This design comes from an exercise in tuning for small area on the open sky130 flow, not from production work. Only simulation tests tie the RTL to the original design; equivalence was not proved.

==> design/flow/run.sh <==
#!/bin/bash
# synth_recipe.tcl (not shown) runs the flow's synth.tcl, then flattens the netlist and writes it again
# the make line also repeats each setting of config.mk as NAME=value (left out here)
make -C /OpenROAD-flow-scripts/flow DESIGN_CONFIG=/design/flow/config.mk WORK_HOME=/design/flow/orfs CLKGATE_MAP_FILE= SYNTH_SCRIPT=/design/flow/synth_recipe.tcl finish
==> design/flow/config.mk <==
export PLATFORM = sky130hd
export DESIGN_NAME = Controller_FIR
export DESIGN_NICKNAME = Controller_FIR
export VERILOG_FILES = /design/flow/design.v
export SDC_FILE = /design/flow/constraint.sdc
export NUM_CORES = 4
export LEC_CHECK = 0
export CAP_MARGIN = 20
export CORE_MARGIN = 2
export CORE_UTILIZATION = 50
export CTS_BUF_LIST = sky130_fd_sc_hd__clkbuf_8
export CTS_CLUSTER_DIAMETER = 60
export CTS_CLUSTER_SIZE = 30
export SLEW_MARGIN = 20
==> design/flow/constraint.sdc <==
create_clock -name core_clock -period 10.0 [get_ports {CLK}]
set_input_delay 2.0000 -clock core_clock [delete_from_list [all_inputs] [get_ports {CLK}]]
set_output_delay 2.0000 -clock core_clock [all_outputs]
set_load 0.01 [all_outputs]
==> design/flow/design.v <==
module Controller(Vppg, Find_Setting, CLK, rst_n, DC_Comp, PGA_Gain, LED_RED, osc, cnt, smp, dnew, hist);
input        CLK;
input        rst_n;
input        Find_Setting;
input  [7:0] Vppg;
output reg       LED_RED;        
output reg [3:0] PGA_Gain;
output reg [6:0] DC_Comp;
output           osc;            
output     [3:0] cnt;            
output     [7:0] smp;            
input      [8:0] dnew;           
output    [44:0] hist;           
localparam [2:0] INITIAL           = 3'b001;
localparam [2:0] IDLE              = 3'b010;
localparam [2:0] FIND_SETTING      = 3'b000;
localparam [2:0] SWEEP_DC_COMP     = 3'b011;
localparam [2:0] INCREASE_PGA_GAIN = 3'b100;
localparam [2:0] OSCILLATE         = 3'b101;
localparam [2:0] FIRST_DC_COMP     = 3'b110;
reg [9:0] counter;
reg [3:0] PGA_Gain_IR, PGA_Gain_RED;
reg [2:0] currentState, nextState;
reg [6:0] DC_Comp_RED;           
reg [1:0] red_on_flag;
reg [7:0] temp_min, temp_max;    
reg [8:0] h0, h1, h2, h3, h4;    
reg       min9, max9;
wire [6:0] DC_left      = h0[6:0];
wire       start        = h0[7];
wire [6:0] DC_right     = h1[6:0];
wire [6:0] DC_half      = h2[6:0];    
wire [3:0] gaintemp_max = {h2[8:7], h1[8:7]};
wire [9:0] min_index    = {min9, h3};
wire [9:0] max_index    = {max9, h4};
reg [9:0] counter_n;
reg [3:0] PGA_Gain_IR_n;
reg [3:0] PGA_Gain_RED_n;
reg [2:0] nextState_n;
reg [6:0] DC_left_n;
reg [6:0] DC_right_n;
reg [6:0] DC_half_n;
reg [6:0] DC_Comp_RED_n;
reg [1:0] red_on_flag_n;
reg [9:0] min_index_n;
reg [9:0] max_index_n;
reg [7:0] temp_min_n;
reg [7:0] temp_max_n;
reg [3:0] gaintemp_max_n;
reg [0:0] start_n;
reg [0:0] LED_RED_n;
reg [3:0] PGA_Gain_n;
reg [6:0] DC_Comp_n;
wire LED_IR = ~LED_RED;
assign osc = (currentState == OSCILLATE);
assign cnt = counter[3:0];
assign smp = temp_min;
assign hist = {h4, h3, h2, h1, h0};
always @(posedge CLK or negedge rst_n) begin
    if (~rst_n) currentState <= INITIAL;
    else        currentState <= nextState;
end
wire [9:0]  idx_s;
wire        idx_co;
rc_add #(10) add_mid(.a(min_index), .b(max_index), .ci(1'b0), .s(idx_s), .co(idx_co));
wire [9:0]  mid = {idx_co, idx_s[9:1]};
wire [9:0]  e_s;
wire        e_co;
rc_add #(10) sub_e(.a(counter), .b(~mid), .ci(1'b1), .s(e_s), .co(e_co));
wire [10:0] e = {~e_co, e_s};
wire        e_ge7  = ~e[10] & ((|e[9:3]) | (&e[2:0]));
wire        e_gem7 = ~e[10] | ((&e[9:3]) & (|e[2:0]));
wire        mid_ge7 = (|mid[9:3]) | (&mid[2:0]);
wire        sw_in   = ~e_ge7 & e_gem7 & mid_ge7;
wire        sw_past = e_ge7;
wire [9:0]  f_s;
wire        f_co;
rc_add #(10) sub_f(.a(counter), .b(~max_index), .ci(1'b1), .s(f_s), .co(f_co));
wire        pg_in  = f_co & ~(|f_s[9:4]);
wire        pg_end = pg_in & (&f_s[3:0]);
wire [6:0]  dd_s;
wire        dd_co;
rc_add #(7) sub_dd(.a(DC_right), .b(~DC_left), .ci(1'b1), .s(dd_s), .co(dd_co));
wire        dc_go = ~dd_co | (|dd_s[6:1]);
wire        v_hi  = Vppg[7];
wire        v_lo  = ~Vppg[7] & ~(&Vppg[6:0]);
wire [6:0]  dcs_s;
wire        dcs_co;
rc_add #(7) add_dcs(.a(DC_Comp), .b(v_lo ? DC_left : DC_right), .ci(1'b0), .s(dcs_s), .co(dcs_co));
wire [7:0]  dc_sum = {dcs_co, dcs_s};
wire [7:0]  tmin_s, tmax_s;
wire        tmin_co, tmax_co;
rc_add #(8) cmp_min(.a(Vppg), .b(~temp_min), .ci(1'b1), .s(tmin_s), .co(tmin_co));   
rc_add #(8) cmp_max(.a(temp_max), .b(~Vppg), .ci(1'b1), .s(tmax_s), .co(tmax_co));   
wire        lt_min = ~tmin_co;
wire        gt_max = ~tmax_co;
wire [9:0]  cnt_inc;
wire        cnt_co;
rc_add #(10) inc_cnt(.a(counter), .b(10'd0), .ci(1'b1), .s(cnt_inc), .co(cnt_co));
wire [3:0]  pga_inc;
wire        pga_co;
rc_add #(4) inc_pga(.a(PGA_Gain), .b(4'd0), .ci(1'b1), .s(pga_inc), .co(pga_co));
wire        v_lt250 = ~(&Vppg[7:3] & (Vppg[2:1] != 2'b00));
always @* begin
    counter_n = counter;
    PGA_Gain_IR_n = PGA_Gain_IR;
    PGA_Gain_RED_n = PGA_Gain_RED;
    nextState_n = nextState;
    DC_left_n = DC_left;
    DC_right_n = DC_right;
    DC_half_n = DC_half;
    DC_Comp_RED_n = DC_Comp_RED;
    red_on_flag_n = red_on_flag;
    min_index_n = min_index;
    max_index_n = max_index;
    temp_min_n = temp_min;
    temp_max_n = temp_max;
    gaintemp_max_n = gaintemp_max;
    start_n = start;
    LED_RED_n = LED_RED;
    PGA_Gain_n = PGA_Gain;
    DC_Comp_n = DC_Comp;
    if (counter == 10'd999) counter_n = 10'd0;
    else                    counter_n = cnt_inc;
    case (currentState)
    INITIAL: begin
        nextState_n    = FIND_SETTING;
        counter_n      = 10'd0;
        PGA_Gain_RED_n = 4'd0;
        PGA_Gain_IR_n  = 4'd0;
        DC_half_n      = 7'd0;
        DC_Comp_RED_n  = 7'd0;
        red_on_flag_n  = 2'd1;
        temp_min_n     = 8'd255;
        temp_max_n     = 8'd0;
        min_index_n    = 10'd0;
        max_index_n    = 10'd0;
        LED_RED_n      = 1'b1;
        PGA_Gain_n     = 4'd0;
        gaintemp_max_n = 4'd0;
        start_n        = 1'b0;
        DC_Comp_n      = 7'd0;
    end
    FIND_SETTING: begin
        if (Find_Setting) nextState_n = IDLE;
    end
    IDLE: begin
        DC_left_n  = 7'd0;
        DC_right_n = 7'd127;
        case (red_on_flag)
        2'd0: begin
            nextState_n = FIRST_DC_COMP;
            LED_RED_n   = 1'b0;
            DC_Comp_n   = 7'd0;
            temp_min_n  = 8'd0;
            temp_max_n  = 8'd0;
        end
        2'd1: begin
            nextState_n = FIRST_DC_COMP;
            LED_RED_n   = 1'b1;
            DC_Comp_n   = 7'd0;
            temp_min_n  = 8'd255;
            temp_max_n  = 8'd0;
        end
        2'd2: begin
            if (lt_min && LED_RED) begin
                temp_min_n  = Vppg;
                min_index_n = counter;
                nextState_n = IDLE;
            end
            if (gt_max && LED_RED) begin
                temp_max_n  = Vppg;
                max_index_n = counter;
                nextState_n = IDLE;
            end
            if (counter == 10'd999 && LED_RED) nextState_n = SWEEP_DC_COMP;
            if (LED_IR) nextState_n = SWEEP_DC_COMP;
        end
        default: ;
        endcase
    end
    FIRST_DC_COMP: begin
        if (dc_go) begin
            if (v_lo) begin
                DC_right_n = DC_Comp;
                DC_half_n  = dc_sum[7:1];
                DC_Comp_n  = DC_half;
            end else if (v_hi) begin
                DC_left_n  = DC_Comp;
                DC_half_n  = dc_sum[7:1];
                DC_Comp_n  = DC_half;
            end else begin
                DC_left_n  = DC_Comp;
                DC_right_n = DC_Comp;
            end
        end else begin
            red_on_flag_n = 2'd2;
            nextState_n   = IDLE;
        end
    end
    SWEEP_DC_COMP: begin
        if (sw_in) begin
            if (v_lo) begin
                DC_right_n = DC_Comp;
                DC_half_n  = dc_sum[7:1];
                DC_Comp_n  = DC_half;
            end else if (v_hi) begin
                DC_left_n  = DC_Comp;
                DC_half_n  = dc_sum[7:1];
                DC_Comp_n  = DC_half;
            end else begin
                DC_left_n   = DC_Comp;
                DC_right_n  = DC_Comp;
                nextState_n = INCREASE_PGA_GAIN;
            end
        end else if (sw_past) begin
            nextState_n = INCREASE_PGA_GAIN;
        end
    end
    INCREASE_PGA_GAIN: begin
        if (pg_in) begin
            if (v_lt250) PGA_Gain_n = pga_inc;
            else               gaintemp_max_n = PGA_Gain;
            if (pg_end) begin
                PGA_Gain_n = 4'd0;
                start_n    = 1'b1;
            end
        end
        if (start) begin
            start_n        = 1'b0;
            counter_n      = 10'd0;
            PGA_Gain_n     = 4'd0;
            gaintemp_max_n = 4'd0;
            if (LED_IR) begin
                red_on_flag_n = 2'd3;      
                PGA_Gain_IR_n = gaintemp_max;
                nextState_n   = OSCILLATE;
                LED_RED_n     = 1'b1;
            end else begin
                red_on_flag_n  = 2'd0;
                DC_Comp_RED_n  = DC_Comp;
                PGA_Gain_RED_n = gaintemp_max;
                nextState_n    = IDLE;
                LED_RED_n      = 1'b0;
            end
        end
    end
    OSCILLATE: begin
        if (counter == 10'd9) begin
            LED_RED_n  = ~LED_RED;
            counter_n  = 10'd0;
            temp_max_n = Vppg;
            temp_min_n = temp_max;
            if (LED_RED & red_on_flag[0]) begin
                red_on_flag_n = 2'd0;
            end else begin
                DC_Comp_n     = DC_Comp_RED;
                DC_Comp_RED_n = DC_Comp;
            end
            if (LED_IR) PGA_Gain_n = PGA_Gain_RED;
            else        PGA_Gain_n = PGA_Gain_IR;
        end
    end
    default: nextState_n = IDLE;
    endcase
end
wire latch = osc & (counter == 10'd9);
wire clr   = (currentState == INCREASE_PGA_GAIN) & (red_on_flag == 2'd3);
always @(posedge CLK) begin
    counter      <= counter_n;
    PGA_Gain_IR  <= PGA_Gain_IR_n;
    PGA_Gain_RED <= PGA_Gain_RED_n;
    nextState    <= nextState_n;
    DC_Comp_RED  <= DC_Comp_RED_n;
    red_on_flag  <= red_on_flag_n;
    temp_min     <= temp_min_n;
    temp_max     <= temp_max_n;
    LED_RED      <= LED_RED_n;
    PGA_Gain     <= PGA_Gain_n;
    DC_Comp      <= DC_Comp_n;
    min9         <= min_index_n[9];
    max9         <= max_index_n[9];
    if (osc) begin
        if (latch) begin
            h0 <= dnew;
            h1 <= h0;
            h2 <= h1;
            h3 <= h2;
            h4 <= h3;
        end
    end else if (clr) begin
        h0 <= 9'd0;
        h1 <= 9'd0;
        h2 <= 9'd0;
        h3 <= 9'd0;
        h4 <= 9'd0;
    end else begin
        h0 <= {h0[8], start_n, DC_left_n};
        h1 <= {gaintemp_max_n[1:0], DC_right_n};
        h2 <= {gaintemp_max_n[3:2], DC_half_n};
        h3 <= min_index_n[8:0];
        h4 <= max_index_n[8:0];
    end
end
endmodule
module rc_add #(parameter W = 8) (
    input  [W-1:0] a,
    input  [W-1:0] b,
    input          ci,
    output [W-1:0] s,
    output         co
);
    wire [W:0] c;
    assign c[0] = ci;
    genvar i;
    generate
        for (i = 0; i < W; i = i + 1) begin : bit_
            assign s[i]   = a[i] ^ b[i] ^ c[i];
            assign c[i+1] = (a[i] & b[i]) | (c[i] & (a[i] ^ b[i]));
        end
    endgenerate
    assign co = c[W];
endmodule
module FIR_Filter(CLK, rst_n, osc, led_red, cnt, vin, smp, hist, dnew, out_red, out_ir);
input         CLK;
input         rst_n;
input         osc;       
input         led_red;   
input  [3:0]  cnt;       
input  [7:0]  vin;       
input  [7:0]  smp;       
input  [44:0] hist;      
output [8:0]  dnew;      
output [19:0] out_red;
output [19:0] out_ir;
reg [18:0] y_red, y_ir;
reg [15:0] d0, d1;                
wire [8:0] a1 = hist[8:0];
wire [8:0] a2 = hist[17:9];
wire [8:0] b1 = hist[26:18];
wire [8:0] b2 = hist[35:27];
wire [8:0] c0 = hist[44:36];
wire odd   = cnt[0];
wire own   = led_red ^ odd;       
wire [2:0] p = cnt[3:1];
wire [8:0] u = own ? a2 : ((p[2] | (p[1] & p[0])) ? a1 : b1);
wire [8:0] v = own ? b2 : ((p == 3'd4) ? b1 : c0);
wire [9:0] w;
wire       w_co;
rc_add #(10) sub_w(.a({u[8], u}), .b(~{v[8], v}), .ci(1'b1), .s(w), .co(w_co));
wire [15:0] w1  = {{6{w[9]}}, w};
wire [15:0] w2  = {{5{w[9]}}, w, 1'b0};
wire [15:0] w4  = {{4{w[9]}}, w, 2'b0};
wire [15:0] w8  = {{3{w[9]}}, w, 3'b0};
wire [15:0] w16 = {{2{w[9]}}, w, 4'b0};
reg [15:0] X, Y, Z;
reg        neg;
always @* begin
    X = 16'd0; Y = 16'd0; Z = 16'd0; neg = 1'b0;
    case ({own, p})
    4'b1_000: begin X = w8;  Y = w4; Z = {{7{b2[8]}}, b2}; end
    4'b1_001: begin X = w16;         Z = ~{{7{a2[8]}}, a2}; neg = 1'b1; end
    4'b1_010: begin X = w16; Y = w1; end
    4'b1_011: begin X = w16; Y = w2; end
    4'b1_100: begin X = w16; Y = w1; end
    4'b0_000: begin X = w16;         Z = {{7{c0[8]}}, c0}; end
    4'b0_001: begin X = w8;  Y = w4; Z = ~{{7{b1[8]}}, b1}; neg = 1'b1; end
    4'b0_010: begin X = w4;  Y = w2; Z = {{6{a1[8]}}, a1, 1'b0}; end
    4'b0_011: begin X = w8;          end
    4'b0_100: begin X = w4;  Y = w2; Z = ~{{6{c0[8]}}, c0, 1'b0}; neg = 1'b1; end
    default: ;
    endcase
end
wire [15:0] s_1 = d0 ^ X ^ Y;
wire [15:0] c_1 = (d0 & X) | (d0 & Y) | (X & Y);
wire [15:0] c_1s = {c_1[14:0], neg};
wire [15:0] s_2 = s_1 ^ c_1s ^ Z;
wire [15:0] c_2 = (s_1 & c_1s) | (s_1 & Z) | (c_1s & Z);
wire [15:0] d_n;
wire        d_co;
rc_add #(16) add_d(.a(s_2), .b({c_2[14:0], 1'b0}), .ci(1'b0), .s(d_n), .co(d_co));
wire [18:0] yr_in = odd ? 19'd0 : {{3{d0[15]}}, d0};
wire [18:0] yi_in = odd ? 19'd0 : {{3{d1[15]}}, d1};
wire [18:0] yr_n, yi_n;
wire        yr_co, yi_co;
rc_add #(19) add_yr(.a(y_red), .b(yr_in), .ci(1'b0), .s(yr_n), .co(yr_co));
rc_add #(19) add_yi(.a(y_ir),  .b(yi_in), .ci(1'b0), .s(yi_n), .co(yi_co));
wire [8:0] e_n;
wire       e_co;
rc_add #(9) sub_e(.a({1'b0, vin}), .b(~{1'b0, smp}), .ci(1'b1), .s(e_n), .co(e_co));
assign dnew = e_n;
always @(posedge CLK or negedge rst_n) begin
    if (!rst_n) begin
        y_red <= 19'd0;
        y_ir  <= 19'd0;
    end else begin
        y_red <= yr_n;
        y_ir  <= yi_n;
    end
end
always @(posedge CLK) begin
    d0 <= d1;
    d1 <= osc ? d_n : 16'd0;
end
assign out_red = {1'b0, y_red};
assign out_ir  = {1'b0, y_ir};
endmodule
module Controller_FIR (
    input  [7:0]  VPPG,
    input         Find_Setting,
    input         CLK,
    input         rst_n,
    output [6:0]  DC_Comp,
    output [3:0]  pga_Gain,
    output        LED_IR,
    output        LED_RED,
    output [19:0] Out_RED_Filtered,
    output [19:0] Out_IR_Filtered,
    output [3:0]  LED_Drive
);
    wire       osc;
    wire [3:0] cnt;
    wire [7:0] smp;
    wire [8:0] dnew;
    wire [44:0] hist;
    assign LED_IR    = ~LED_RED;
    assign LED_Drive = 4'd8;
    Controller ct(.Vppg(VPPG), .Find_Setting(Find_Setting), .CLK(CLK), .rst_n(rst_n),
                  .DC_Comp(DC_Comp), .PGA_Gain(pga_Gain), .LED_RED(LED_RED),
                  .osc(osc), .cnt(cnt), .smp(smp), .dnew(dnew), .hist(hist));
    FIR_Filter fir(.CLK(CLK), .rst_n(rst_n), .osc(osc), .led_red(LED_RED), .cnt(cnt),
                   .vin(VPPG), .smp(smp), .hist(hist), .dnew(dnew), .out_red(Out_RED_Filtered), .out_ir(Out_IR_Filtered));
endmodule
==> results of run 1 <==
-- cells in the mapped netlist (all sizes together) (22+ instances only) --
cell type | instances | area share
fa | 129 | 0.22
edfxtp | 95 | 0.24
ha | 31 | 0.033
dfxtp | 42 | 0.072
and3 | 22 | 0.012
nand2 | 88 | 0.028
nor2 | 103 | 0.033
buf | 23 | 0.011
dfrtp | 40 | 0.086
nor2b | 32 | 0.017
o21ai | 66 | 0.028
clkbuf | 32 | 0.010
inv | 130 | 0.042
a21oi | 58 | 0.025
-- sequential cells by signal (all words and copies together), names as in the netlist, 7 cells and up --
| name | flops |
|---|---|
| ct.temp_max | 8 |
| ct.h0 | 9 |
| fir.y_ir | 19 |
| ct.h4 | 9 |
| ct.h2 | 9 |
| fir.d0 | 16 |
| ct.DC_Comp | 7 |
| fir.y_red | 19 |
| ct.h3 | 9 |
| fir.d1 | 16 |
| ct.DC_Comp_RED | 7 |
| ct.h1 | 9 |
| ct.counter | 10 |
| ct.temp_min | 8 |
-- worst max path at each step --
stage / startpoint / end / slack [ps] / depth (start not counted)
4_1_cts: ct.counter[1] / fir.d1[15] / 160 / 31
3_5_place_dp: ct.counter[1] / fir.d1[15] / 190 / 31
6_report: ct.counter[2] / fir.d1[15] / 370 / 31
3_3_place_gp: ct.counter[1] / fir.d1[15] / 310 / 31
2_1_floorplan: ct.LED_RED / fir.d1[15] / 10 / 33
5_1_grt: ct.counter[3] / fir.d1[15] / 20 / 32
-- repair_timing --
action                                 4_1_cts  5_1_grt
gates resized for setup                      0        9
setup endpoints to repair                    0        1
endpoints found under the hold margin        0        0
buffers inserted                             0        1
-- cells by family (layout without fill, tap and decap cells) --
group | count (synthesis) | count (layout)
simple gates | 322 | 322
compound gates | 232 | 232
buf+inv | 185 | 243
flops | 178 | 178
fa+ha+maj | 160 | 160
xor+xnor | 13 | 13
mux | 11 | 11
other cells | 2 | 6
-- routing by layer --
layer | share of wire | GRT usage | up-vias
met2 | 0.47 | 0.422 | 285
li1 | - | - | 3809
met1 | 0.44 | 0.367 | 4214
met4 | 0.033 | 0.0983 | 0
met5 | 0 | 0 | -
met3 | 0.058 | 0.0402 | 55
-- stage by stage --
stage | instance area (µm²) | setup WS [ps]
floorplan | 11700 | 13.0
CTS | 13100 | 162
detailed placement | 12600 | 185
global placement | 12600 | 308
global route | 13100 | 16.4
finish | 13100 | 370
-- worst max-delay path, delay by kind of cell (launching register included) --
kind,cells,cell delay (ps)
xor gates and xnor gates,4,720
muxes,1,190
buffers and inverters,2,100
DFF,1,460
and+or+nand+nor,3,320
AOI/OAI and AO/OA,3,360
adders and majority gates,18,7390
-- layout make-up --
type / instances / share of cell area
clock buffer: 17 / 0.0179
multi-input combinational: 744 / 0.481
tap: 313 / 0.0299
sequential: 178 / 0.360
inverter: 130 / 0.0372
timing repair buffer: 81 / 0.0578
clock inverter: 15 / 0.0164
==> results_dict.tcl, run 1 <==
set metrics [dict create \
    outcome "timing/DRC/antenna clean" \
    syn_avg_cell_area_um2 10.6 \
    utilization 0.575 \
    root_buffer "clkbuf_8" \
    yosysSeqAreaShare 0.403 \
    slowest_stage "fa_2" \
    synthAdderAreaFrac 0.254 \
    ys_warn_count 2 \
    setup_viol_count_final 0 \
    maxCapViolCount 0 \
    worstSetupEndpointType "flip-flop" \
    final_cell_mix "129 x inv_1, 125 x fa_1, 102 x nor2_1" \
    routed_wl_mm 30.5 \
    grt_pass1_vias 8513 \
    synth-seq-cells 178 \
    synthesis.area_um2 11700 \
    slew_headroom 0.316 \
    dieArea_um2 24600 \
    min_period_ps 9630 \
    groute.usage.overall 0.264 \
    layout.cells.non_filler 1478 \
    yosys.area_share.simple 0.130 \
    path_clk_slew_ps 110 \
    synthArstFlopShare 0.230 \
    maxSlewViolCount 0 \
    holdPathEnd "fir.d0[8]" \
    cts.sinks 178 \
    postCtsHoldBufs 0 \
    cts_buffer_depth 2 \
    fillers 2040 \
    grt_pass1_wl_mm 48.3 \
    placementRows 55 \
    fp.dieW_um 157 \
    boundaryPins 68 \
    start_kind "flip-flop" \
    worstPathArrival_ps 10060 \
    crit_type "reg2reg" \
    reg2reg_from "ct.counter[2]" \
    insertion_delay_ps 490 \
    postRouteAntennaNets 0 \
    cpPeakStageDelay_ps 600 \
    area_growth_pct 12.0 \
    r2r_slack_ps 370 \
    synth_cell_types 62 \
    hold_viol 0 \
    cts-buffers-inserted 17 \
    antenna_found_initial 0 \
    crit_path_max_fanout 6 \
    grt_max_degree 44 \
    skew_ps 22.3 \
    r2r-end "fir.d1[15]" \
    synth_compound_area_frac 0.127 \
    tightest_slew_ps 1020 \
    dpl.cell_count 1445 \
    synthMuxAreaShare 0.0105 \
    fin_crit_sh 0.963 \
    reg2regPathDepth 31 \
    drive_above_1_share 0.0627 \
    synth_edf_count 95 \
    postSynthCellCount 1103 \
    layout_commonest_cell "inv_1" \
    post_drt_wl_per_cell_um 20.6 \
    die_y_um 157 \
    cts_tree "yes" \
    critPathRequiredTime_ps 10430 \
    multiInputGateArea_um2 6300 \
    cts_max_level 4 \
    drtIter0Drc 797 \
    grt_overflow 0 \
    min_path_cells 0 \
    synth_top_family_by_area "adder cells" \
    dp_hpwl_mm 23.4 \
    ys.flop_type "edfxtp_1" \
    initial_core_util 0.514 \
    hold_path_class "reg2reg" \
    synth_xor_xnor_area_share 0.0115 \
    io_buffers 61 \
    cpMostUsedCell "fa_1" \
    worst_hold_slack_ps 338 \
    fin_nets 1323 \
    setup_tns_ps 0 \
    firstDrtPassIters 5 \
    insertedDiodeCount 0 \
    drt-vias-per-instance 5.66 \
    place_congestion 0.942 \
    regArea_um2 4720 \
    drc 0 \
    rsz0062_at_grt "false" \
    min_from "fir.d1[8]" \
    vias 8363 \
    max_freq_mhz 104 \
    core_um2 22800 \
]
==> run 2, diff against run 1 <==
--- a/design/flow/design.v
+++ b/design/flow/design.v
@@ -64,20 +64,18 @@
 wire        idx_co;
 rc_add #(10) add_mid(.a(min_index), .b(max_index), .ci(1'b0), .s(idx_s), .co(idx_co));
 wire [9:0]  mid = {idx_co, idx_s[9:1]};
+wire [9:0]  e_b = currentState[2] ? max_index : mid;
 wire [9:0]  e_s;
 wire        e_co;
-rc_add #(10) sub_e(.a(counter), .b(~mid), .ci(1'b1), .s(e_s), .co(e_co));
+rc_add #(10) sub_e(.a(counter), .b(~e_b), .ci(1'b1), .s(e_s), .co(e_co));
 wire [10:0] e = {~e_co, e_s};
 wire        e_ge7  = ~e[10] & ((|e[9:3]) | (&e[2:0]));
 wire        e_gem7 = ~e[10] | ((&e[9:3]) & (|e[2:0]));
 wire        mid_ge7 = (|mid[9:3]) | (&mid[2:0]);
 wire        sw_in   = ~e_ge7 & e_gem7 & mid_ge7;
 wire        sw_past = e_ge7;
-wire [9:0]  f_s;
-wire        f_co;
-rc_add #(10) sub_f(.a(counter), .b(~max_index), .ci(1'b1), .s(f_s), .co(f_co));
-wire        pg_in  = f_co & ~(|f_s[9:4]);
-wire        pg_end = pg_in & (&f_s[3:0]);
+wire        pg_in  = e_co & ~(|e_s[9:4]);
+wire        pg_end = pg_in & (&e_s[3:0]);
 wire [6:0]  dd_s;
 wire        dd_co;
 rc_add #(7) sub_dd(.a(DC_right), .b(~DC_left), .ci(1'b1), .s(dd_s), .co(dd_co));
==> design/flow/flow/run.sh (new file) <==
#!/bin/bash
# Standard layout, with the smallest plain buffer (buf_1) for the port buffers.
set -euo pipefail
export BUFFER_PORTS_ARGS="-buffer_cell sky130_fd_sc_hd__buf_1"
bash standard.sh finish > flow_make.log 2>&1
==> design/flow/standard.sh (new file) <==
#!/bin/bash
# synth_recipe.tcl (not shown) runs the flow's synth.tcl, then flattens the netlist and writes it again
# the make line also repeats each setting of config.mk as NAME=value (left out here)
make -C /OpenROAD-flow-scripts/flow DESIGN_CONFIG=/design/flow/config.mk WORK_HOME=/design/flow/orfs CLKGATE_MAP_FILE= SYNTH_SCRIPT=/design/flow/synth_recipe.tcl "${@:-finish}"
removed: design/flow/run.sh
==> run 2 against run 1 <==
  * Still clean
  * Count of clock-buffer cells in the layout is the same
  * Utilization shrank 1.8 points
  * Non-clock buffer count grew 6
  * Global-route usage shrank 0.64 points
  * Clock skew grew 2.6 ps
  * Routed wire length shrank 2.7%
  * Via count grew 0.12%
  * Highest routed layer unchanged
==> results_dict.tcl, run 2 <==
set metrics [dict create \
    outcome "timing/DRC/antenna clean" \
    cts.sinks 178 \
    ys.flop_type "edfxtp_1" \
    grt_max_degree 48 \
    crit_type "reg2reg" \
    fillers 2037 \
    ys_warn_count 2 \
    dp_hpwl_mm 22.7 \
    synth-seq-cells 178 \
    yosys.area_share.simple 0.124 \
    cts_max_level 4 \
    maxSlewViolCount 0 \
    fp.dieW_um 156 \
    drc 0 \
    area_growth_pct 8.91 \
    critPathRequiredTime_ps 10360 \
    boundaryPins 68 \
    maxCapViolCount 0 \
    drtIter0Drc 948 \
    syn_avg_cell_area_um2 10.6 \
    vias 8373 \
    crit_buf_inv 3 \
    hold_viol 0 \
    max_freq_mhz 104 \
    start_kind "flip-flop" \
    postCtsHoldBufs 0 \
    path_clk_slew_ps 110 \
    die_y_um 156 \
    initial_core_util 0.512 \
    synthMuxAreaShare 0.0200 \
    insertion_delay_ps 480 \
    fin_nets 1312 \
    antenna_found_initial 0 \
    worstPathArrival_ps 9940 \
    synth_xor_xnor_area_share 0.0113 \
    io_buffers 61 \
    cts_tree "yes" \
    yosysMostFrequentCell "inv_1" \
    critPathTopFamily "adder cells" \
    drive_above_1_share 0.0644 \
    grt_overflow 0 \
    yosysSeqAreaShare 0.406 \
    cts-buffers-inserted 17 \
    synth_cell_types 61 \
    cpPeakStageDelay_ps 530 \
    firstDrtPassIters 8 \
    largestRegisters "fir.y_ir (19), fir.y_red (19)" \
    groute.usage.overall 0.257 \
    synth_top_family_by_area "adder cells" \
    worstSetupEndpointType "flip-flop" \
    dieArea_um2 24500 \
    place_congestion 0.920 \
    grt_pass1_wl_mm 47.3 \
    synth_edf_count 95 \
    yosys-top-cells-area "edfxtp_1 25%, fa_1 21%, dfrtp_1 8.6%" \
    rsz0062_at_grt "false" \
    cts_buffer_depth 2 \
    routed_wl_mm 29.6 \
    grt_pass1_vias 8210 \
    final_cell_mix "124 x inv_1, 120 x fa_1, 95 x edfxtp_1" \
    postSynthCellCount 1099 \
    layout_commonest_cell "inv_1" \
    insertedDiodeCount 0 \
    postRouteAntennaNets 0 \
    cpMostUsedCell "fa_1" \
    synthesis.area_um2 11600 \
    skew_ps 24.9 \
    crit_path_max_fanout 12 \
    hold_path_class "reg2reg" \
    core_um2 22700 \
    root_buffer "clkbuf_8" \
    setup_viol_count_final 0 \
    slowest_stage "fa_1" \
    post_drt_wl_per_cell_um 20.5 \
    yosys.area.top_type "edfxtp_1" \
    tightest_slew_ps 1100 \
    fin_crit_sh 0.958 \
    worst_hold_slack_ps 337 \
    placementRows 55 \
    min_period_ps 9580 \
    slew_headroom 0.262 \
    synthAdderAreaFrac 0.239 \
    synth_top_area_share 0.245 \
    synthArstFlopShare 0.230 \
    drt-vias-per-instance 5.78 \
    synth_compound_area_frac 0.136 \
    setup_tns_ps 0 \
    ys_top_cells_by_count "124 x inv_1, 120 x fa_1, 95 x edfxtp_1" \
]
[run 2: changes by cell type after synthesis, moves of 6 or more]
cell | before | now
a21oi_1 | 58 | 77
mux2i_1 | 10 | 21
o22ai_1 | 11 | 18
o22a_1 | 18 | 10
fa_1 | 129 | 120
a31oi_1 | 10 | 4
clkbuf_1 | 32 | 39
a22o_1 | 17 | 25
nor2_1 | 103 | 91
a222oi_1 | 0 | 6
o21ai_0 | 64 | 53
[run 2: final timing paths]
check	start	end	slack, ps	depth (start not counted)
max in group asynchronous	rst_n	fir.y_ir[9]	8020	2
min in group asynchronous	rst_n	ct.currentState[2]	1570	2
setup / recovery	ct.LED_RED	fir.d1[15]	420	31
hold reg to reg	fir.d1[7]	fir.d0[7]	340	0
setup reg to reg	ct.LED_RED	fir.d1[15]	420	31
hold / removal	fir.d1[7]	fir.d0[7]	340	0
[run 2: layout make-up]
type	count	area, µm²	share of cell area
multi-input cells	739	6230	0.492
flip-flops and latches	178	4720	0.373
inverters	128	480	0.0380
repair buffers	87	425	0.0336
well taps	285	357	0.0282
clock buffers	17	234	0.0185
clock inverters	15	208	0.0164
[run 2: per-layer routing]
| metal | up-vias | routed length (µm) | GRT usage |
|---|---|---|---|
| met5 | - | 0 | 0 |
| met4 | 0 | 765 | 0.0760 |
| met3 | 40 | 1860 | 0.0504 |
| met2 | 297 | 13600 | 0.397 |
| met1 | 4191 | 13400 | 0.371 |
| li1 | 3845 | - | - |
[run 2: per-stage QoR]
step                      instances  worst slack, ps   util  cell area (µm²)
after floorplan                1103              131      -            11600
after global placement         1416              350  0.536            12200
after detailed placement       1416              203  0.536            12200
after CTS                      1448              214  0.556            12600
after global routing           1449             29.5  0.557            12700
final                          1449              415  0.557            12700
[run 2: worst register-to-register path: cells and delay by family (launching register included)]
kind            cells  cell delay, ps
compound gates      2             280
xor+xnor            6            1120
fa+ha+maj          18            7250
buf+inv             3             170
flops               1             490
simple gates        2             150
[run 2: kinds of logic (layout without fill, tap and decap cells)]
group / Yosys count / count (layout)
simple gates: 302 / 302
compound gates: 244 / 244
buf+inv: 186 / 247
flops: 178 / 178
fa+ha+maj: 150 / 150
mux: 22 / 22
xor+xnor: 15 / 15
other cells: 2 / 6
[run 2: what timing repair did]
item                                    CTS  global route
gates resized for setup                   0             5
setup buffers                             0             1
endpoints found under the setup margin    0             1
endpoints found under the hold margin     0             0
==> run 3, diff against run 2 <==
==> design/flow/flow/run.sh (replaced) <==
#!/bin/bash
# Standard layout with two changes: the smallest plain buffer (buf_1) for the
# port buffers, and clock tree synthesis without dummy loads.
set -euo pipefail
export BUFFER_PORTS_ARGS="-buffer_cell sky130_fd_sc_hd__buf_1"
export CTS_ARGS="-sink_clustering_enable -repair_clock_nets -sink_clustering_size 24 -sink_clustering_max_diameter 50 -buf_list sky130_fd_sc_hd__clkbuf_8 -dont_use_dummy_load"
bash standard.sh finish > flow_make.log 2>&1
--- a/design/flow/config.mk
+++ b/design/flow/config.mk
@@ -8,7 +8,5 @@
 export CAP_MARGIN = 20
 export CORE_MARGIN = 2
 export CORE_UTILIZATION = 50
-export CTS_BUF_LIST = sky130_fd_sc_hd__clkbuf_8
-export CTS_CLUSTER_DIAMETER = 60
-export CTS_CLUSTER_SIZE = 30
+export GPL_TIMING_DRIVEN = 0
 export SLEW_MARGIN = 20
==> run 3 against run 2 <==
  * Critical endpoint unchanged
  * Largest cell class unchanged
  * Synthesized cell count unchanged
  * Non-clock buffer count up 41
  * Critical path depth grew 2
==> results_dict.tcl, run 3 <==
set metrics [dict create \
    outcome "timing/DRC/antenna clean" \
    dp_hpwl_mm 25.3 \
    setup_tns_ps 0 \
    postSynthCellCount 1099 \
    die_y_um 156 \
    final_cell_mix "124 x inv_1, 111 x fa_1, 95 x edfxtp_1" \
    drtIter0Drc 829 \
    skew_ps 52.9 \
    largestRegisters "fir.y_ir (19), fir.y_red (19)" \
    postCtsHoldBufs 0 \
    min_period_ps 9610 \
    dieArea_um2 24500 \
    antenna_found_initial 0 \
    ys.flop_type "edfxtp_1" \
    setup_viol_count_final 0 \
    slowest_stage "fa_1" \
    postRouteAntennaNets 0 \
    insertion_delay_ps 490 \
    tightest_slew_ps 1100 \
    ys_top_cells_by_count "124 x inv_1, 120 x fa_1, 95 x edfxtp_1" \
    grt_overflow 0 \
    maxCapViolCount 0 \
    synth_compound_area_frac 0.136 \
    grt_pass1_vias 8671 \
    groute.usage.overall 0.279 \
    worstSetupEndpointType "flip-flop" \
    drive_above_1_share 0.0622 \
    crit_type "reg2reg" \
    slew_headroom 0.268 \
    boundaryPins 68 \
    maxSlewViolCount 0 \
    firstDrtPassIters 7 \
    root_buffer "clkbuf_8" \
    layout_commonest_cell "inv_1" \
    rsz0062_at_grt "false" \
    yosys.area.top_type "edfxtp_1" \
    drc 0 \
    io_buffers 61 \
    synthMuxAreaShare 0.0200 \
    yosysMostFrequentCell "inv_1" \
    cts-buffers-inserted 17 \
    crit_path_max_fanout 10 \
    synthesis.area_um2 11600 \
    synth_edf_count 95 \
    syn_avg_cell_area_um2 10.6 \
    cts_buffer_depth 2 \
    synth_top_area_share 0.245 \
    max_freq_mhz 104 \
    core_um2 22700 \
    synth_cell_types 61 \
    synthAdderAreaFrac 0.239 \
    synth_top_family_by_area "adder cells" \
    cts.sinks 178 \
    fp.dieW_um 156 \
    vias 8729 \
    fin_crit_sh 0.961 \
    insertedDiodeCount 0 \
    grt_max_degree 32 \
    routed_wl_mm 32.2 \
    cts_max_level 4 \
    fin_ws_ps 392 \
    crit_buf_inv 6 \
    worstPathArrival_ps 9970 \
    critPathRequiredTime_ps 10370 \
    synth_xor_xnor_area_share 0.0113 \
    yosysSeqAreaShare 0.406 \
    synthArstFlopShare 0.230 \
    hold_viol 0 \
    yosys.area_share.simple 0.124 \
    start_kind "flip-flop" \
    reg2reg_from "ct.LED_RED" \
    place_congestion 0.955 \
    cpMostUsedCell "fa_2" \
    min_from "fir.d1[10]" \
    yosys-top-cells-area "edfxtp_1 25%, fa_1 21%, dfrtp_1 8.6%" \
    placementRows 55 \
    post_drt_wl_per_cell_um 21.8 \
    ys_warn_count 2 \
    dp_slack_ps -1100 \
    synth-seq-cells 178 \
    initial_core_util 0.512 \
    fin_nets 1353 \
    area_growth_pct 9.20 \
    hold_path_class "reg2reg" \
    worstSetupStartpoint "ct.LED_RED" \
    critPathTopFamily "adder cells" \
    grt_pass1_wl_mm 50.7 \
    cts_tree "yes" \
    drt-vias-per-instance 5.92 \
    path_clk_slew_ps 120 \
    cpPeakStageDelay_ps 520 \
]
run 3: cell counts after synthesis:
Identical to the previous run, type by type.
run 3: cell families (layout without fill, tap and decap cells):
logic type / Yosys count / count (layout)
and+or+nand+nor: 302 / 302
AOI/OAI and AO/OA: 244 / 244
buffers and inverters: 186 / 273
DFF: 178 / 178
adders and majority gates: 150 / 150
muxes: 22 / 22
xor gates and xnor gates: 15 / 15
other: 2 / 6
run 3: layout make-up:
class                      count  area [µm²]
fill                        2075       10000
tap                          285         357
inverter                     128         480
timing repair buffer          71         317
clock buffer                  17         234
multi-input combinational    739        6270
buffer                        57         314
sequential                   178        4730
run 3: repair_timing:
item / in CTS / in global routing
endpoints found under the setup margin: 3 / 1
setup buffers: 7 / 0
gates resized for setup: 27 / 20
pin swaps: 5 / 3
run 3: per-layer routing:
metal / part of all wire / up-vias / track usage / wire length [µm]
met3: 0.076 / 54 / 0.0415 / 2460
met5: 0 / - / 0 / 0
met2: 0.45 / 433 / 0.431 / 14500
li1: - / 3909 / - / -
met1: 0.44 / 4333 / 0.403 / 14200
met4: 0.033 / 0 / 0.104 / 1050
run 3: through the flow:
stage	utilization	hold slack, ps	instances	instance area, µm²
after floorplan	-	324	1103	11600
after global placement	0.539	326	1449	12200
after CTS	0.557	327	1475	12600
final	0.559	323	1475	12700
after detailed placement	0.540	330	1452	12300
after global routing	0.559	348	1475	12700
run 3: worst paths after layout:
kind	end	slack [ps]	cells past startpoint
worst max-delay path	fir.d1[15]	390	33
worst min-delay path	fir.d0[10]	320	0
worst max register to register	fir.d1[15]	390	33
worst min register to register	fir.d0[10]	320	0
max in group asynchronous	fir.y_ir[10]	8070	2
min in group asynchronous	ct.currentState[2]	1400	1
==> run 4, diff against run 3 <==
--- a/design/flow/config.mk
+++ b/design/flow/config.mk
@@ -8,5 +8,4 @@
 export CAP_MARGIN = 20
 export CORE_MARGIN = 2
 export CORE_UTILIZATION = 50
-export GPL_TIMING_DRIVEN = 0
 export SLEW_MARGIN = 20
==> run 4 against run 3 <==
  * Worst hold slack got worse by 12 ps
  * Sequential share of layout area increased by 0.70 points
  * Global-route usage is 2.3 points lower
  * Largest cell class unchanged
==> results_dict.tcl, run 4 <==
set metrics [dict create \
    outcome "timing/DRC/antenna clean" \
    core_um2 22700 \
    area_growth_pct 7.12 \
    postSynthCellCount 1099 \
    hold_path_class "reg2reg" \
    cts-buffers-inserted 17 \
    cpPeakStageDelay_ps 530 \
    yosys.area_share.simple 0.124 \
    grt_overflow 0 \
    synth_compound_area_frac 0.136 \
    final_cell_mix "124 x inv_1, 120 x fa_1, 95 x edfxtp_1" \
    skew_ps 45.8 \
    max_freq_mhz 104 \
    groute.usage.overall 0.256 \
    synth_cell_types 61 \
    yosysMostFrequentCell "inv_1" \
    fillers 2056 \
    fin_ws_ps 362 \
    setup_tns_ps 0 \
    place_congestion 0.920 \
    firstDrtPassIters 7 \
    crit_path_max_fanout 6 \
    synthArstFlopShare 0.230 \
    ys_warn_count 2 \
    regArea_um2 4720 \
    yosys-top-cells-area "edfxtp_1 25%, fa_1 21%, dfrtp_1 8.6%" \
    drc 0 \
    post_drt_wl_per_cell_um 20.6 \
    drt-vias-per-instance 5.81 \
    postRouteAntennaNets 0 \
    cts_max_level 4 \
    dieArea_um2 24500 \
    routed_wl_mm 29.6 \
    cts_tree "yes" \
    grt_max_degree 48 \
    syn_avg_cell_area_um2 10.6 \
    hold_viol 0 \
    synth_xor_xnor_area_share 0.0113 \
    cts.sinks 178 \
    fp.dieW_um 156 \
    layout_commonest_cell "inv_1" \
    io_buffers 61 \
    dpl.cell_count 1416 \
    tightest_slew_ps 1080 \
    slowest_stage "fa_1" \
    maxCapViolCount 0 \
    layout.cells.non_filler 1434 \
    dp_hpwl_mm 22.7 \
    ys.flop_type "edfxtp_1" \
    start_kind "flip-flop" \
    synth_top_area_share 0.245 \
    postCtsHoldBufs 0 \
    root_buffer "clkbuf_8" \
    crit_type "reg2reg" \
    critPathRequiredTime_ps 10330 \
    dp_slack_ps 203 \
    synth_top_family_by_area "adder cells" \
    antenna_found_initial 0 \
    synthAdderAreaFrac 0.239 \
    synthMuxAreaShare 0.0200 \
    drive_above_1_share 0.0513 \
    yosysSeqAreaShare 0.406 \
    insertion_delay_ps 470 \
    cpMostUsedCell "fa_1" \
    synthesis.area_um2 11600 \
    ys_top_cells_by_count "124 x inv_1, 120 x fa_1, 95 x edfxtp_1" \
    slew_headroom 0.278 \
    boundaryPins 68 \
    multiInputGateArea_um2 6230 \
    vias 8327 \
    synth_edf_count 95 \
    drtIter0Drc 920 \
    die_y_um 156 \
    fin_nets 1312 \
    fin_crit_sh 0.964 \
    worstSetupEndpointType "flip-flop" \
    insertedDiodeCount 0 \
    maxSlewViolCount 0 \
    initial_core_util 0.512 \
    grt_pass1_wl_mm 47.0 \
    synth-seq-cells 178 \
    placementRows 55 \
    setup_viol_count_final 0 \
    path_clk_slew_ps 90 \
    cts_buffer_depth 2 \
    worstPathArrival_ps 9970 \
    largestRegisters "fir.y_ir (19), fir.y_red (19)" \
    yosys.area.top_type "edfxtp_1" \
    min_period_ps 9640 \
    grt_pass1_vias 8158 \
]
-- run 4: cell counts after synthesis --
No cell type changed its count.
-- run 4: path summary, 6_finish.rpt --
path | from | slack, ps | end | depth (start not counted)
min in group asynchronous | rst_n | 1610 | ct.currentState[1] | 2
worst max-delay path | ct.counter[3] | 360 | fir.d1[15] | 33
max in group asynchronous | rst_n | 7970 | fir.y_ir[9] | 2
worst min register to register | fir.d1[7] | 310 | fir.d0[7] | 0
worst min-delay path | fir.d1[7] | 310 | fir.d0[7] | 0
worst max register to register | ct.counter[3] | 360 | fir.d1[15] | 33
-- run 4: cell families (layout without fill, tap and decap cells) --
family                   count (synthesis)  in the layout
AO/OA/AOI/OAI                          244            244
XOR/XNOR                                15             15
adder cells (fa/ha/maj)                150            150
buffers and inverters                  186            232
flip-flops                             178            178
multiplexers                            22             22
other                                    2              6
AND/OR/NAND/NOR                        302            302
-- run 4: final cells by class --
cell class,count,share of cell area
clock buffers,17,0.0188
inverters,128,0.0386
multi-input cells,739,0.501
flip-flops and latches,178,0.379
well taps,285,0.0286
repair buffers,87,0.0342
-- run 4: per-layer routing --
layer | part of all wire | track usage
met5 | 0 | 0
met4 | 0.026 | 0.0804
met3 | 0.074 | 0.0504
met2 | 0.46 | 0.392
met1 | 0.44 | 0.370
-- run 4: what timing repair did --
item | CTS | global route
setup buffers | 0 | 1
endpoints found under the setup margin | 0 | 1
gates resized for setup | 0 | 4
-- run 4: critical path, delay by kind of cell, from the launching register on --
kind            cells  cell delay [ps]
fa+ha+maj          18             7240
xor+xnor            5              790
simple gates        4              550
flops               1              430
compound gates      3              330
buf+inv             3              170
-- run 4: stage by stage --
| step | util | hold slack (ps) | area, µm² |
|---|---|---|---|
| after floorplan | - | 324 | 11600 |
| after global placement | 0.536 | 328 | 12200 |
| after detailed placement | 0.536 | 328 | 12200 |
| after CTS | 0.547 | 311 | 12400 |
| after global routing | 0.548 | 335 | 12500 |
| final | 0.548 | 311 | 12500 |
==> run 5, diff against run 4 <==
--- a/design/flow/config.mk
+++ b/design/flow/config.mk
@@ -5,6 +5,7 @@
 export SDC_FILE = /design/flow/constraint.sdc
 export NUM_CORES = 4
 export LEC_CHECK = 0
+export ABC_AREA = 1
 export CAP_MARGIN = 20
 export CORE_MARGIN = 2
 export CORE_UTILIZATION = 50
==> run 5 against run 4 <==
  * Still clean
  * Synthesized cell count increased by 6.0%
  * Routed wire length decreased by 6.2%
  * Via count decreased by 1.8%
  * Maximum frequency increased by 1.7%
  * Count of clock-buffer cells in the layout unchanged
  * Synthesized area decreased by 1.3%
  * Largest cell class unchanged
  * Non-clock buffer count decreased by 14
==> results_dict.tcl, run 5 <==
set metrics [dict create \
    outcome "timing/DRC/antenna clean" \
    post_cts.repair.setup_buffers 0 \
    setup_tns_ps 0 \
    postSynthCellCount 1165 \
    dp_hpwl_mm 21.7 \
    skew_ps 38.9 \
    io_buffers 61 \
    syn_avg_cell_area_um2 9.84 \
    firstDrtPassIters 7 \
    wl_met3_mm 1.58 \
    grt_max_degree 71 \
    slew_headroom 0.362 \
    grt_pass1_vias 8351 \
    regArea_um2 4720 \
    synth_cell_types 52 \
    die_y_um 155 \
    path_clk_slew_ps 90 \
    synth_top_area_share 0.249 \
    yosysMostFrequentCell "inv_1" \
    yosysSeqAreaShare 0.412 \
    antenna_found_initial 0 \
    met2WireLength_mm 13.5 \
    initial_core_util 0.508 \
    rsz0062_at_grt "false" \
    placementRows 55 \
    top_layer "met4" \
    cpPeakStageDelay_ps 560 \
    fillers 2104 \
    cts-buffers-inserted 17 \
    largestRegisters "fir.y_ir (19), fir.y_red (19)" \
    cts_buffer_depth 2 \
    core_um2 22600 \
    ys_warn_count 2 \
    post_drt_wl_per_cell_um 18.4 \
    crit_type "reg2reg" \
    hold_viol 0 \
    worst_hold_slack_ps 331 \
    place_congestion 0.934 \
    routed_wl_mm 27.7 \
    boundaryPins 68 \
    multiInputGateArea_um2 5650 \
    met1_length_mm 12.0 \
    synthArstFlopShare 0.230 \
    ys.flop_type "edfxtp_1" \
    fin_nets 1387 \
    min_period_ps 9480 \
    worstPathArrival_ps 9830 \
    drtIter0Drc 591 \
    synth-seq-cells 178 \
    worstSetupEndpointType "flip-flop" \
    ys_top_cells_by_count "237 x inv_1, 133 x nand2_1, 120 x fa_1, 120 x nor2_1, 95 x edfxtp_1" \
    cts_tree "yes" \
    r2r_slack_ps 520 \
    critPathRequiredTime_ps 10360 \
    final_cell_mix "237 x inv_1, 133 x nand2_1, 120 x nor2_1, 120 x fa_1, 95 x edfxtp_1" \
    cpMostUsedCell "fa_1" \
    fin_crit_sh 0.948 \
    hold_path_class "reg2reg" \
    insertedDiodeCount 0 \
    slowest_stage "fa_1" \
    grt_pass1_wl_mm 45.6 \
    start_kind "flip-flop" \
    yosys.area.top_type "edfxtp_1" \
    tightest_slew_ps 957 \
    drc 0 \
    area_growth_pct 6.73 \
    setup_viol_count_final 0 \
    layout_commonest_cell "inv_1" \
    groute.usage.overall 0.247 \
    fp.dieW_um 155 \
    maxSlewViolCount 0 \
    synthesis.area_um2 11500 \
    postRouteAntennaNets 0 \
    drive_above_1_share 0.0605 \
    root_buffer "clkbuf_8" \
    cts.sinks 178 \
    grt_overflow 0 \
    maxCapViolCount 0 \
    crit_path_max_fanout 7 \
    synth_edf_count 95 \
    cts_max_level 4 \
    yosys-top-cells-area "edfxtp_1 25%, fa_1 21%, dfrtp_1 8.7%" \
    dieArea_um2 24200 \
    max_freq_mhz 106 \
    drt-vias-per-instance 5.42 \
    insertion_delay_ps 480 \
    vias 8178 \
]
-- run 5: cell count changes after synthesis, sizes merged, moves of 13 or more --
cell,previous run,this run
a21o,13,0
a21oi,77,15
a22o,25,1
and2,17,0
and3,18,0
clkbuf,39,25
inv,125,248
mux2i,21,0
nand2,88,144
nor2,91,128
nor2b,33,0
o211ai,4,17
o21ai,54,84
o22ai,18,60
-- run 5: logic make-up after synthesis --
group | Yosys count | share of synthesized area
AND/OR/NAND/NOR | 327 | 0.126
buffers and inverters | 288 | 0.0972
AO/OA/AOI/OAI | 209 | 0.113
flip-flops | 178 | 0.412
adder cells (fa/ha/maj) | 150 | 0.242
XOR/XNOR | 11 | 0.00906
other | 2 | 0.000655
-- run 5: path summary, 6_finish.rpt --
check | from | to | cells past startpoint
hold / removal | fir.d1[2] | fir.d0[2] | 0
min in group asynchronous | rst_n | fir.y_ir[2] | 1
max in group asynchronous | rst_n | fir.y_red[13] | 1
setup reg to reg | ct.counter[1] | fir.d1[15] | 32
hold reg to reg | fir.d1[2] | fir.d0[2] | 0
setup / recovery | ct.counter[1] | fir.d1[15] | 32
-- run 5: area by class of cell --
cell class / instances / share of cell area
Timing Repair Buffer: 73 / 0.0262
Multi-Input combinational cell: 703 / 0.462
Tap cell: 285 / 0.0291
Inverter: 253 / 0.0779
Clock buffer: 17 / 0.0191
Sequential cell: 178 / 0.386
-- run 5: worst max-delay path, delay by kind of cell, from the launching register on --
family                   cells  cell delay, ps
AO/OA/AOI/OAI                3             580
XOR/XNOR                     2             380
adder cells (fa/ha/maj)     18            7260
buffers and inverters        3             240
flip-flops                   1             380
AND/OR/NAND/NOR              6             580
-- run 5: what timing repair did --
item | 4_1_cts | 5_1_grt
setup endpoints to repair | 0 | 1
resized for setup | 0 | 2
hold buffers | 0 | 0
-- run 5: through the flow --
step           cell area (µm²)  setup WS (ps)  utilization  std cells
4_1_cts                  12200            339        0.542       1509
3_3_place_gp             12000            477        0.532       1492
5_1_grt                  12200           10.8        0.542       1509
3_5_place_dp             12000            318        0.532       1492
2_1_floorplan            11500            472            -       1169
6_report                 12200            525        0.542       1509
-- run 5: per-layer routing --
metal,vias up,global-route usage
li1,3870,-
met1,3992,0.335
met2,273,0.407
met3,43,0.0474
met4,0,0.0765
met5,-,0
==> run 6, diff against run 5 <==
--- a/design/flow/config.mk
+++ b/design/flow/config.mk
@@ -8,5 +8,5 @@
 export ABC_AREA = 1
 export CAP_MARGIN = 20
 export CORE_MARGIN = 2
-export CORE_UTILIZATION = 50
+export CORE_UTILIZATION = 65
 export SLEW_MARGIN = 20
==> run 6 against run 5 <==
  * Register-to-register slack got worse by 90 ps
  * Worst hold slack improved by 13 ps
  * Cell count down 3.8%
  * Sequential share of layout area rose by 0.19 points
  * Still clean
  * Critical endpoint unchanged
  * Utilization is 16 points higher
  * Maximum frequency shrank 0.96%
==> results_dict.tcl, run 6 <==
set metrics [dict create \
    fp.dieW_um 137 \
    synthArstFlopShare 0.230 \
    drc 0 \
    worst_hold_slack_ps 344 \
    min_path_cells 0 \
    synth_compound_area_frac 0.113 \
    synthAdderAreaFrac 0.242 \
    start_kind "flip-flop" \
    root_buffer "clkbuf_8" \
    cpPeakStageDelay_ps 520 \
    drtIter0Drc 808 \
    syn_avg_cell_area_um2 9.84 \
    maxSlewViolCount 0 \
    synth_edf_count 95 \
    place_congestion 0.965 \
    largestRegisters "fir.y_ir (19), fir.y_red (19)" \
    grt_max_degree 71 \
    fin_crit_sh 0.957 \
    gr-usage-met1 0.407 \
    dieArea_um2 18700 \
    grt_overflow 0 \
    synthesis.area_um2 11500 \
    maxCapViolCount 0 \
    slew_headroom 0.266 \
    path_clk_slew_ps 90 \
    io_buffers 61 \
    fin_nets 1389 \
    holdPathEnd "fir.d0[11]" \
    dp_slack_ps 241 \
    worstSetupEndpointType "flip-flop" \
    tightest_slew_ps 1100 \
    crit_type "reg2reg" \
    layout.cells.non_filler 1451 \
    hold_viol 0 \
    setup_tns_ps 0 \
    routed_wl_mm 26.8 \
    area_growth_pct 6.22 \
    boundaryPins 68 \
    cpMostUsedCell "fa_1" \
    hold_path_class "reg2reg" \
    antenna_found_initial 0 \
    yosysSeqAreaShare 0.412 \
    firstDrtPassIters 6 \
    synth_top_family_by_area "adder cells" \
    final_cell_mix "237 x inv_1, 133 x nand2_1, 120 x nor2_1, 120 x fa_1, 95 x edfxtp_1" \
    drive_above_1_share 0.0620 \
    drt-vias-per-instance 5.81 \
    dp_hpwl_mm 20.8 \
    initial_core_util 0.663 \
    grt_pass1_wl_mm 44.1 \
    postRouteAntennaNets 0 \
    critPathRequiredTime_ps 10350 \
    cts.sinks 178 \
    synth_cell_types 52 \
    ys_warn_count 2 \
    yosysMostFrequentCell "inv_1" \
    ys_top_cells_by_count "237 x inv_1, 133 x nand2_1, 120 x fa_1, 120 x nor2_1, 95 x edfxtp_1" \
    outcome "timing/DRC/antenna clean" \
    min_from "fir.d1[11]" \
    worstPathArrival_ps 9920 \
    cts_max_level 4 \
    yosys.area_share.simple 0.126 \
    dpl.cell_count 1434 \
    groute.usage.overall 0.311 \
    insertion_delay_ps 480 \
    cts-buffers-inserted 17 \
    utilization 0.704 \
    core_um2 17300 \
    vias 8437 \
    rsz0062_at_grt "false" \
    setup_viol_count_final 0 \
    fin_ws_ps 433 \
    skew_ps 37.9 \
    synth_top_area_share 0.249 \
    reg2reg_from "ct.counter[1]" \
    insertedDiodeCount 0 \
    cts_tree "yes" \
    synth-seq-cells 178 \
    reg2regPathDepth 34 \
    busiest_layer "met2" \
    ys.flop_type "edfxtp_1" \
    die_y_um 137 \
    gr-usage-met3 0.0530 \
    placementRows 48 \
    yosys-top-cells-area "edfxtp_1 25%, fa_1 21%, dfrtp_1 8.7%" \
    synth_xor_xnor_area_share 0.00906 \
    max_freq_mhz 105 \
    r2r-end "fir.d1[15]" \
    yosys.area.top_type "edfxtp_1" \
    synthMuxAreaShare 0 \
    r2r_slack_ps 430 \
    post_cts.repair.setup_buffers 0 \
    layout_commonest_cell "inv_1" \
    met2_usage 0.524 \
    crit_path_max_fanout 12 \
    slowest_stage "fa_1" \
    cts_buffer_depth 2 \
    post_drt_wl_per_cell_um 18.5 \
    grt_pass1_vias 8623 \
    min_period_ps 9570 \
    postSynthCellCount 1165 \
]
## run 6: worst max-delay path by stage
| stage | cells past startpoint | slack [ps] | from | to |
|---|---|---|---|---|
| finish | 34 | 430 | ct.counter[1] | fir.d1[15] |
| global placement | 32 | 400 | ct.counter[1] | fir.d1[15] |
| CTS | 32 | 270 | ct.counter[1] | fir.d1[15] |
| detailed placement | 32 | 240 | ct.counter[1] | fir.d1[15] |
| floorplan | 34 | 470 | ct.counter[2] | fir.d1[15] |
| global route | 34 | 20 | ct.counter[1] | fir.d1[15] |
## run 6: what timing repair did
item | in CTS | in global routing
setup endpoints to repair | 0 | 1
hold buffers | 0 | 0
gates resized for setup | 0 | 3
## run 6: cell families (layout without fill, tap and decap cells)
logic type,Yosys count,in the layout
xor+xnor,11,11
other cells,2,6
fa+ha+maj,150,150
buf+inv,288,345
compound gates,209,209
simple gates,327,327
flops,178,178
## run 6: layer usage
layer,up-vias,share of wire
li1,3882,-
met1,4117,0.40
met2,367,0.50
met3,71,0.069
met4,0,0.031
met5,-,0
## run 6: critical path, delay by kind of cell (launching register included)
| family | cells | cell delay, ps |
|---|---|---|
| AOI/OAI and AO/OA | 3 | 430 |
| xor gates and xnor gates | 2 | 390 |
| adders and majority gates | 18 | 7290 |
| buffers and inverters | 6 | 570 |
| DFF | 1 | 440 |
| and+or+nand+nor | 5 | 340 |
## run 6: cell type report
cell class,instances,area [µm²]
flip-flops and latches,178,4720
inverters,253,953
fillers,1354,5110
multi-input cells,703,5650
well taps,225,282
repair buffers,75,335
clock buffers,17,234
## run 6: metrics by stage
stage | cell area, µm²
after CTS | 12200
after floorplan | 11500
final | 12200
after global placement | 11900
after detailed placement | 11900
after global routing | 12200

==> port drivers added, routing unchanged <==
No port has a modelled driver above. Below, the same layouts with a new extraction and two added sets of constraints.
Step 1 assumes that a clkbuf_16 drives the clock port and a buf_2 every other input.
Step 2 adds t to the input delays and takes it off the output delays; t is the mean of the earliest and latest rising clock arrival at the registers after step 1. Input paths then give back, and output paths get back, about the clock's delay inside the block.
Three values: ideal, step 1, step 2; two values: the first two.
| run | t, ns | slack for setup (ns) | latest minus earliest clock arrival (ns) | slew at the worst register clock pin (ns) | worst data-port slew with drivers (ns) |
|---|---|---|---|---|---|
| run 1 | 0.524 | 0.370 / 0.370 / 0.370 | 0.022 / 0.023 | 0.12 / 0.12 | 0.03 |
| run 2 | 0.512 | 0.415 / 0.415 / 0.415 | 0.025 / 0.024 | 0.12 / 0.12 | 0.03 |
| run 3 | 0.514 | 0.392 / 0.392 / 0.392 | 0.053 / 0.053 | 0.12 / 0.12 | 0.03 |
| run 4 | 0.487 | 0.362 / 0.362 / 0.362 | 0.046 / 0.046 | 0.11 / 0.11 | 0.03 |
| run 5 | 0.504 | 0.525 / 0.525 / 0.525 | 0.039 / 0.039 | 0.11 / 0.11 | 0.03 |
| run 6 | 0.502 | 0.433 / 0.433 / 0.433 | 0.038 / 0.038 | 0.10 / 0.10 | 0.04 |
After both steps setup and hold are still met in every run listed.
